Background: an optimization exercise with open tools, aiming at small area. Do not read the settings as production practice.
The RTL of this run was laid out without a check of its function.

<file path="flow/run.sh">
#!/bin/bash
# synth_recipe.tcl (not shown) runs the flow's synth.tcl, then flattens the netlist and writes it again
# the make line also repeats each setting of config.mk as NAME=value (left out here)
make -C /OpenROAD-flow-scripts/flow DESIGN_CONFIG=/design/flow/config.mk WORK_HOME=/design/flow/orfs CLKGATE_MAP_FILE= SYNTH_SCRIPT=/design/flow/synth_recipe.tcl finish
</file>
<file path="flow/constraint.sdc">
create_clock -name core_clock -period 4.5 [get_ports {clk}]
set_input_delay 0.9000 -clock core_clock [delete_from_list [all_inputs] [get_ports {clk}]]
set_output_delay 0.9000 -clock core_clock [all_outputs]
set_load 0.01 [all_outputs]
</file>
<file path="flow/config.mk">
export PLATFORM = sky130hd
export DESIGN_NAME = unum_adder
export DESIGN_NICKNAME = unum_adder
export VERILOG_FILES = /design/flow/design.v
export SDC_FILE = /design/flow/constraint.sdc
export NUM_CORES = 4
export LEC_CHECK = 0
export ABC_AREA = 1
export CAP_MARGIN = 20
export CORE_MARGIN = 2
export CORE_UTILIZATION = 40
export SLEW_MARGIN = 20
</file>
<file path="flow/design.v">
module unum_adder(
	input clk,
	input[31:0] unum1,
	input[31:0] unum2,
	output[31:0] unum_o
);
wire [30:0] m1, m2;
neg31 ng1(.x(unum1[30:0]), .s(unum1[31]), .m(m1));
neg31 ng2(.x(unum2[30:0]), .s(unum2[31]), .m(m2));
wire cmp;
gt31 gt(.a(m1), .b(m2), .gt(cmp));
reg sL_1, sS_1;
reg [30:0] mL_1, mS_1;
always @(posedge clk) begin
	sL_1 <= cmp ? unum1[31] : unum2[31];
	sS_1 <= cmp ? unum2[31] : unum1[31];
	mL_1 <= cmp ? m1 : m2;
	mS_1 <= cmp ? m2 : m1;
end
wire rL = mL_1[30], rS = mS_1[30];
wire [4:0] nL, nS;
lzc32 lzL(.v({mL_1[29:0] ^ {30{rL}}, 2'b10}), .n(nL));
lzc32 lzS(.v({mS_1[29:0] ^ {30{rS}}, 2'b10}), .n(nS));
wire [28:0] tL, tS;
shl29 shL(.d(mL_1[28:0]), .n(nL), .q(tL));
shl29 shS(.d(mS_1[28:0]), .n(nS), .q(tS));
wire [8:0] scL = {~rL, rL ? nL : ~nL, tL[28:26]};
wire [8:0] scS = {~rS, rS ? nS : ~nS, tS[28:26]};
wire zL = ~rL & (nL == 5'd30);   
wire zS = ~rS & (nS == 5'd30);
wire [8:0] diff = scL - scS;
reg sL_2, sS_2, inf_2;
reg [8:0] sc_2;
reg [4:0] d_2;
reg [25:0] fL_2;
reg [26:0] fS_2;
always @(posedge clk) begin
	sL_2 <= sL_1;
	sS_2 <= sS_1;
	inf_2 <= (sL_1 & zL) | (sS_1 & zS);
	sc_2 <= zL ? 9'd232 : scL;
	d_2 <= (diff[8:5] != 4'd0) ? 5'd31 : diff[4:0];
	fL_2 <= tL[25:0];
	fS_2 <= {~zS | sS_1, tS[25:0]};
end
wire [28:0] A = {1'b1, fL_2, 2'b00};
wire [28:0] B;
shr29 shB(.d({fS_2, 2'b00}), .n(d_2), .q(B));
wire sub = sL_2 ^ sS_2;
wire [29:0] sum;
addsub29 as(.a(A), .b(B), .sub(sub), .y(sum));
reg sg_3, inf_3;
reg [8:0] sc_3;
reg [29:0] sum_3;
always @(posedge clk) begin
	sg_3 <= sL_2;
	inf_3 <= inf_2;
	sc_3 <= sc_2;
	sum_3 <= sum;
end
wire [4:0] lz;
lzc32 lzN(.v({sum_3, 2'b01}), .n(lz));      
wire nz = ~&lz;
wire [28:0] sh;
shl29 shN(.d(sum_3[28:0]), .n(lz), .q(sh));    
wire [8:0] e6 = sc_3 + 9'd1 - {4'd0, lz};
wire [31:0] shv = {~e6[8] & nz, e6[8] & nz, e6[2:0] & {3{nz}}, sh[28:2]};
wire [4:0] amt = e6[8] ? ~e6[7:3] : e6[7:3];
wire [31:0] pk;
sra32 shP(.d(shv), .n(amt), .q(pk));
reg sg_4, rnd_4;
reg [30:0] r_4;
always @(posedge clk) begin
	sg_4 <= (sg_3 & nz) | inf_3;
	r_4 <= inf_3 ? 31'd0 : pk[31:1];
	rnd_4 <= ~inf_3 & pk[0];
end
wire [30:0] o;
rnd31 rn(.r(r_4), .sg(sg_4), .rnd(rnd_4), .y(o));
reg [31:0] o_5, o_6, o_7, o_8;
always @(posedge clk) begin
	o_5 <= {sg_4, o};
	o_6 <= o_5;
	o_7 <= o_6;
	o_8 <= o_7;
end
assign unum_o = o_8;
endmodule
module neg31(input [30:0] x, input s, output [30:0] m);
wire [7:0] go;   
wire [7:0] gp;   
genvar i;
generate for (i = 0; i < 8; i = i + 1) begin: g
	if (i < 7) assign go[i] = |x[4*i+3:4*i];
	else assign go[i] = |x[30:28];
	if (i == 0) assign gp[i] = 1'b0;
	else assign gp[i] = gp[i-1] | go[i-1];
end endgenerate
wire [30:0] p;
generate for (i = 0; i < 31; i = i + 1) begin: b
	if (i % 4 == 0) assign p[i] = gp[i/4];
	else assign p[i] = p[i-1] | x[i-1];
end endgenerate
assign m = x ^ (p & {31{s}});
endmodule
module gt31(input [30:0] a, input [30:0] b, output gt);
wire [7:0] g, e;
genvar i;
generate for (i = 0; i < 8; i = i + 1) begin: grp
	wire [3:0] aa = (i < 7) ? a[4*i+3:4*i] : {1'b0, a[30:28]};
	wire [3:0] bb = (i < 7) ? b[4*i+3:4*i] : {1'b0, b[30:28]};
	assign g[i] = aa > bb;
	assign e[i] = aa == bb;
end endgenerate
wire [8:0] c;
assign c[0] = 1'b0;
generate for (i = 0; i < 8; i = i + 1) begin: rip
	assign c[i+1] = g[i] | (e[i] & c[i]);
end endgenerate
assign gt = c[8];
endmodule
module lzc32(input [31:0] v, output [4:0] n);
wire [15:0] z1, c1;
genvar i;
generate for (i = 0; i < 16; i = i + 1) begin: l1
	assign z1[i] = ~(v[2*i+1] | v[2*i]);
	assign c1[i] = ~v[2*i+1];
end endgenerate
wire [7:0] z2; wire [15:0] c2;
generate for (i = 0; i < 8; i = i + 1) begin: l2
	assign z2[i] = z1[2*i+1] & z1[2*i];
	assign c2[2*i+1:2*i] = z1[2*i+1] ? {1'b1, c1[2*i]} : {1'b0, c1[2*i+1]};
end endgenerate
wire [3:0] z3; wire [11:0] c3;
generate for (i = 0; i < 4; i = i + 1) begin: l3
	assign z3[i] = z2[2*i+1] & z2[2*i];
	assign c3[3*i+2:3*i] = z2[2*i+1] ? {1'b1, c2[4*i+1:4*i]} : {1'b0, c2[4*i+3:4*i+2]};
end endgenerate
wire [1:0] z4; wire [7:0] c4;
generate for (i = 0; i < 2; i = i + 1) begin: l4
	assign z4[i] = z3[2*i+1] & z3[2*i];
	assign c4[4*i+3:4*i] = z3[2*i+1] ? {1'b1, c3[6*i+2:6*i]} : {1'b0, c3[6*i+5:6*i+3]};
end endgenerate
assign n = z4[1] ? {1'b1, c4[3:0]} : {1'b0, c4[7:4]};
endmodule
module shl29(input [28:0] d, input [4:0] n, output [28:0] q);
wire [28:0] l1 = n[0] ? {d[27:0], 1'b0} : d;
wire [28:0] l2 = n[1] ? {l1[26:0], 2'b0} : l1;
wire [28:0] l3 = n[2] ? {l2[24:0], 4'b0} : l2;
wire [28:0] l4 = n[3] ? {l3[20:0], 8'b0} : l3;
assign q = n[4] ? {l4[12:0], 16'b0} : l4;
endmodule
module shr29(input [28:0] d, input [4:0] n, output [28:0] q);
wire [28:0] l1 = n[4] ? {16'b0, d[28:16]} : d;
wire [28:0] l2 = n[3] ? {8'b0, l1[28:8]} : l1;
wire [28:0] l3 = n[2] ? {4'b0, l2[28:4]} : l2;
wire [28:0] l4 = n[1] ? {2'b0, l3[28:2]} : l3;
assign q = n[0] ? {1'b0, l4[28:1]} : l4;
endmodule
module sra32(input [31:0] d, input [4:0] n, output [31:0] q);
wire s = d[31];
wire [31:0] l1 = n[4] ? {{16{s}}, d[31:16]} : d;
wire [31:0] l2 = n[3] ? {{8{s}}, l1[31:8]} : l1;
wire [31:0] l3 = n[2] ? {{4{s}}, l2[31:4]} : l2;
wire [31:0] l4 = n[1] ? {{2{s}}, l3[31:2]} : l3;
assign q = n[0] ? {s, l4[31:1]} : l4;
endmodule
module addsub29(input [28:0] a, input [28:0] b, input sub, output [29:0] y);
wire [28:0] bb = b ^ {29{sub}};
wire [28:0] g0 = a & bb;
wire [28:0] p0 = a ^ bb;
wire [29:0] G, P;    
wire [28:0] gi = {g0[28:1], g0[0] | (p0[0] & sub)};
wire [28:0] pi = p0;
wire [28:0] G1, P1;
genvar i;
generate for (i = 0; i < 29; i = i + 1) begin: s1
	if (i % 2 == 1) begin
		assign G1[i] = gi[i] | (pi[i] & gi[i-1]);
		assign P1[i] = pi[i] & pi[i-1];
	end else begin
		assign G1[i] = gi[i];
		assign P1[i] = pi[i];
	end
end endgenerate
wire [28:0] G2, P2;
generate for (i = 0; i < 29; i = i + 1) begin: s2
	if (i % 4 == 3) begin
		assign G2[i] = G1[i] | (P1[i] & G1[i-2]);
		assign P2[i] = P1[i] & P1[i-2];
	end else begin
		assign G2[i] = G1[i];
		assign P2[i] = P1[i];
	end
end endgenerate
wire [28:0] G3, P3;
generate for (i = 0; i < 29; i = i + 1) begin: s3
	if (i % 8 == 7) begin
		assign G3[i] = G2[i] | (P2[i] & G2[i-4]);
		assign P3[i] = P2[i] & P2[i-4];
	end else begin
		assign G3[i] = G2[i];
		assign P3[i] = P2[i];
	end
end endgenerate
wire [28:0] G4, P4;
generate for (i = 0; i < 29; i = i + 1) begin: s4
	if (i % 16 == 15) begin
		assign G4[i] = G3[i] | (P3[i] & G3[i-8]);
		assign P4[i] = P3[i] & P3[i-8];
	end else begin
		assign G4[i] = G3[i];
		assign P4[i] = P3[i];
	end
end endgenerate
wire [28:0] C;
assign C[15] = G4[15];
assign C[7] = G4[7];
assign C[23] = G4[23] | (P4[23] & C[15]);
assign C[3] = G4[3];
assign C[11] = G4[11] | (P4[11] & C[7]);
assign C[19] = G4[19] | (P4[19] & C[15]);
assign C[27] = G4[27] | (P4[27] & C[23]);
generate for (i = 0; i < 29; i = i + 1) begin: dn
	if (i % 4 == 1 && i > 1) assign C[i] = G4[i] | (P4[i] & C[i-2]);
	else if (i == 1) assign C[i] = G4[1];
	else if (i % 2 == 0 && i > 0) assign C[i] = gi[i] | (pi[i] & C[i-1]);
	else if (i == 0) assign C[i] = gi[0];
end endgenerate
assign y[0] = p0[0] ^ sub;
assign y[28:1] = p0[28:1] ^ C[27:0];
assign y[29] = C[28] ^ sub;
endmodule
module rnd31(input [30:0] r, input sg, input rnd, output [30:0] y);
wire [30:0] v = r ^ {31{sg}};
wire a0 = sg ^ rnd;
wire c1 = (v[0] & a0) | (sg & rnd);
wire [29:0] w = v[30:1];
wire [5:0] ga;   
wire [5:0] gc;   
genvar i;
generate for (i = 0; i < 6; i = i + 1) begin: g
	assign ga[i] = &w[5*i+4:5*i];
	if (i == 0) assign gc[i] = c1;
	else assign gc[i] = gc[i-1] & ga[i-1];
end endgenerate
wire [29:0] c;
generate for (i = 0; i < 30; i = i + 1) begin: b
	if (i % 5 == 0) assign c[i] = gc[i/5];
	else assign c[i] = c[i-1] & w[i-1];
end endgenerate
assign y = {w ^ c, v[0] ^ a0};
endmodule
</file>
==> impl_metrics.csv <==
group,metric,value,unit
clock_network,clock_path_buffers,3,
sta,rsz0062_at_grt,"true",
global_route,grt_antenna_before_repair,2,
critical_path,cp_common_cell,"buf_4",
yosys,async_flop_share,0,
critical_path,reg2reg_depth,31,
flow_run,maxCapViolations,0,
yosys,post-synth-top-count-cell,"nand2_1",
critical_path,critical_path_class,"reg -> reg",
drt,vias,23400,
yosys,synth_nets,3374,
drt,post_drt_via_cell_ratio,5.24,
floorplanning,rows,85,
critical_path,slowest_stage,"dfxtp_4",
placed_design,dp_hpwl,54600,µm
global_route,grt_pass1_vias,21900,
yosys,yosys_warnings,1,
yosys,yosys.area.top_type_share,0.308,
yosys,synthCells,3191,
yosys,synth_compound_area_frac,0.107,
critical_path,critPathLaunchType,"flip-flop",
sta,hold_viol_final,0,
yosys,synth_simple_gate_area_frac,0.345,
yosys,syn-cell-area,0.0218,mm²
min_path,hold_path_depth,0,
floorplanning,die_w,238,µm
drt,route.detailed.drc,0,
yosys,syn_avg_cell_area,6.85,µm²
floorplanning,die_y,238,µm
global_route,grt_max_degree,37,
yosys,ys.flop_type,"dfxtp_1",
critical_path,critical_path_buf_inv_count,9,
yosys,synth_mux_area_frac,0.00510,
clock_network,cts_buffers,38,
yosys,synth-seq-cells,336,
min_path,hp-class,"reg -> reg",
floorplanning,floorplan.initialDensity,0.405,
yosys,synth_edf_count,0,
yosys,synth-xor-area-share,0.0784,
clock_network,clk_latency,570,ps
min_path,worstHoldStart,"o_6[16]",
global_route,overflow,0,
clock_network,htree_num_levels,2,
floorplanning,pin_count,97,
finish,utilization,0.576,
drt,first_iter_violations,1826,
floorplanning,core_area,0.0539,mm²
finish,layout-drive-gt1-share,0.290,
sta,report.final.slew_viol_count,0,
drt,drt-total-wl,76000,µm
critical_path,cp_num_cells,31,
sta,max_slew_margin,0.499,
critical_path,cp-end-kind,"flip-flop",
yosys,synthTopCellsByCount,"nand2_1 (879), nand3_1 (591), dfxtp_1 (336)",
critical_path,slowest_delay,370,ps
sta,fin_crit,4700,ps
status,so_faults,"setup timing",
drt,wl_per_cell,17.0,µm
floorplanning,design.die.area,0.0565,mm²
status,status,"finished with violations",
critical_path,critical_path_arrival,5140,ps
critical_path,cp_data_required_time,4940,ps
yosys,yosys.area.top_type,"dfxtp_1",
sta,fin_ws,-204,ps
clock_network,cts_root_buffer,"clkbuf_16",
sta,skew,31.4,ps
yosys,ys_seq_area_frac,0.308,
critical_path,worstReg2RegStart,"mS_1[30]",
yosys,synth_area_leaders,"dfxtp_1 (31%), nand2_1 (15%), nand3_1 (14%)",
placed_design,gp_congestion,0.948,
yosys,ys_types,70,
sta,worst_pin_slew,746,ps
drt,drtPass1Iterations,5,
global_route,grt_pass1_wl,115000,µm
yosys,synthAdderAreaFrac,0.0727,
placed_design,io_buffers,96,
drt,ant_nets,0,
clock_network,cts.clk_slew.worst_paths,60,ps
clock_network,cts_tree,"yes",
global_route,grt_usage,0.250,
sta,max_freq,213,MHz
sta,finalSetupViolCount,6,
critical_path,critPathLaunch,"mS_1[30]",
yosys,synth_top_family_by_area,"simple AND/OR/NAND/NOR gates",
clock_network,clock-sinks,336,
finish,final_nets,3924,
finish,area_growth,42.0,%
critical_path,path_max_fanout,8,
critical_path,cp_top_family,"compound AO/OA/AOI/OAI gates",
sta,min_period_over_period,1.05,
==> per-layer routing <==
| layer | track usage | vias up | share of wire |
|---|---|---|---|
| met5 | 0 | - | 0 |
| met4 | 0.0719 | 0 | 0.038 |
| met3 | 0.0304 | 161 | 0.048 |
| met2 | 0.413 | 685 | 0.46 |
| met1 | 0.341 | 10900 | 0.45 |
| li1 | - | 11600 | - |
==> timing repair <==
action / CTS / global route
gates cloned: 10 / 21
buffers inserted: 88 / 53
pin swaps: 95 / 143
setup endpoints to repair: 69 / 116
gates resized for setup: 184 / 417
hold buffers: 0 / 0
==> sequential cells by signal, summed over array words and instances, names as in the netlist <==
| signal | flops |
|---|---|
| fL_2 | 26 |
| sS_1 | 1 |
| mS_1 | 31 |
| o_5 | 32 |
| o_8 | 32 |
| sL_2 | 1 |
| sc_3 | 9 |
| sc_2 | 9 |
| o_6 | 32 |
| inf_2 | 1 |
| sg_4 | 1 |
| fS_2 | 27 |
| d_2 | 5 |
| sum_3 | 30 |
| o_7 | 32 |
| rnd_4 | 1 |
| inf_3 | 1 |
| r_4 | 31 |
| mL_1 | 31 |
| sg_3 | 1 |
| sS_2 | 1 |
| sL_1 | 1 |
==> final timing paths <==
kind	slack [ps]	endpoint
min reg2reg	310	o_7[16]
min	310	o_7[16]
max	-200	d_2[3]
max reg2reg	-200	d_2[3]
==> layout by cell type (no fill, tap or decap), drive strengths merged, types with 6 or more instances in the layout <==
master	instances
nor2	137
nand3	601
or2	11
nand3b	6
nor3	16
o21ai	238
xnor2	40
o21bai	8
clkdlybuf4s50	87
mux2i	10
nand2	897
ha	103
buf	559
inv	266
xor2	153
o211ai	22
fa	15
a21oi	93
dfxtp	336
clkbuf	62
clkinv	10
a31oi	10
nand4	22
nor4	10
==> metrics by stage <==
step / instances / setup WS, ps / TNS (ps) / instance area [µm²] / hold slack (ps)
floorplan: 3191 / 127 / 0 / 21900 / 310
global placement: 4228 / -637 / -39340 / 26000 / 310
detailed placement: 4228 / -855 / -51580 / 26000 / 312
CTS: 4395 / -278 / -1480 / 29000 / 309
global route: 4466 / -450 / -11170 / 31000 / 328
finish: 4467 / -204 / -1080 / 31000 / 314
==> cell type report <==
class	count	area, µm²
repair buffers	667	6100
fillers	4873	22900
diodes	1	2.50
inverters	264	1040
flip-flops and latches	336	6740
clock inverters	22	282
multi-input cells	2434	15000
clock buffers	47	1050
well taps	696	871
==> cell families after synthesis <==
logic type	Yosys count
simple gates	1706
buf+inv	421
mux	11
compound gates	406
xor+xnor	193
fa+ha+maj	118
flops	336

-- what the ideal ports hide --
The results above use ideal ports. As a check the final layout listed here was re-extracted and re-timed, cells and wires unchanged. Step 1 assumes that a clkbuf_16 drives the clock port and a buf_2 every other input. Step 2, shift: input delay + t, output delay - t, t = (earliest + latest rising clock arrival at the registers) / 2. This alone moves slack from input paths to output paths. Slacks: ideal / step 1 / step 2; pairs: ideal / step 1.
t, ns: 0.613
slack for setup (ns): -0.204 / -0.204 / -0.498
hold slack, ns: 0.314 / 0.314 / 0.314
worst setup path at the end: input to register
clock arrival spread, ns: 0.032 / 0.031
The setup slack of this run moves by 0.000 ns with the drivers and by -0.294 ns with both steps.
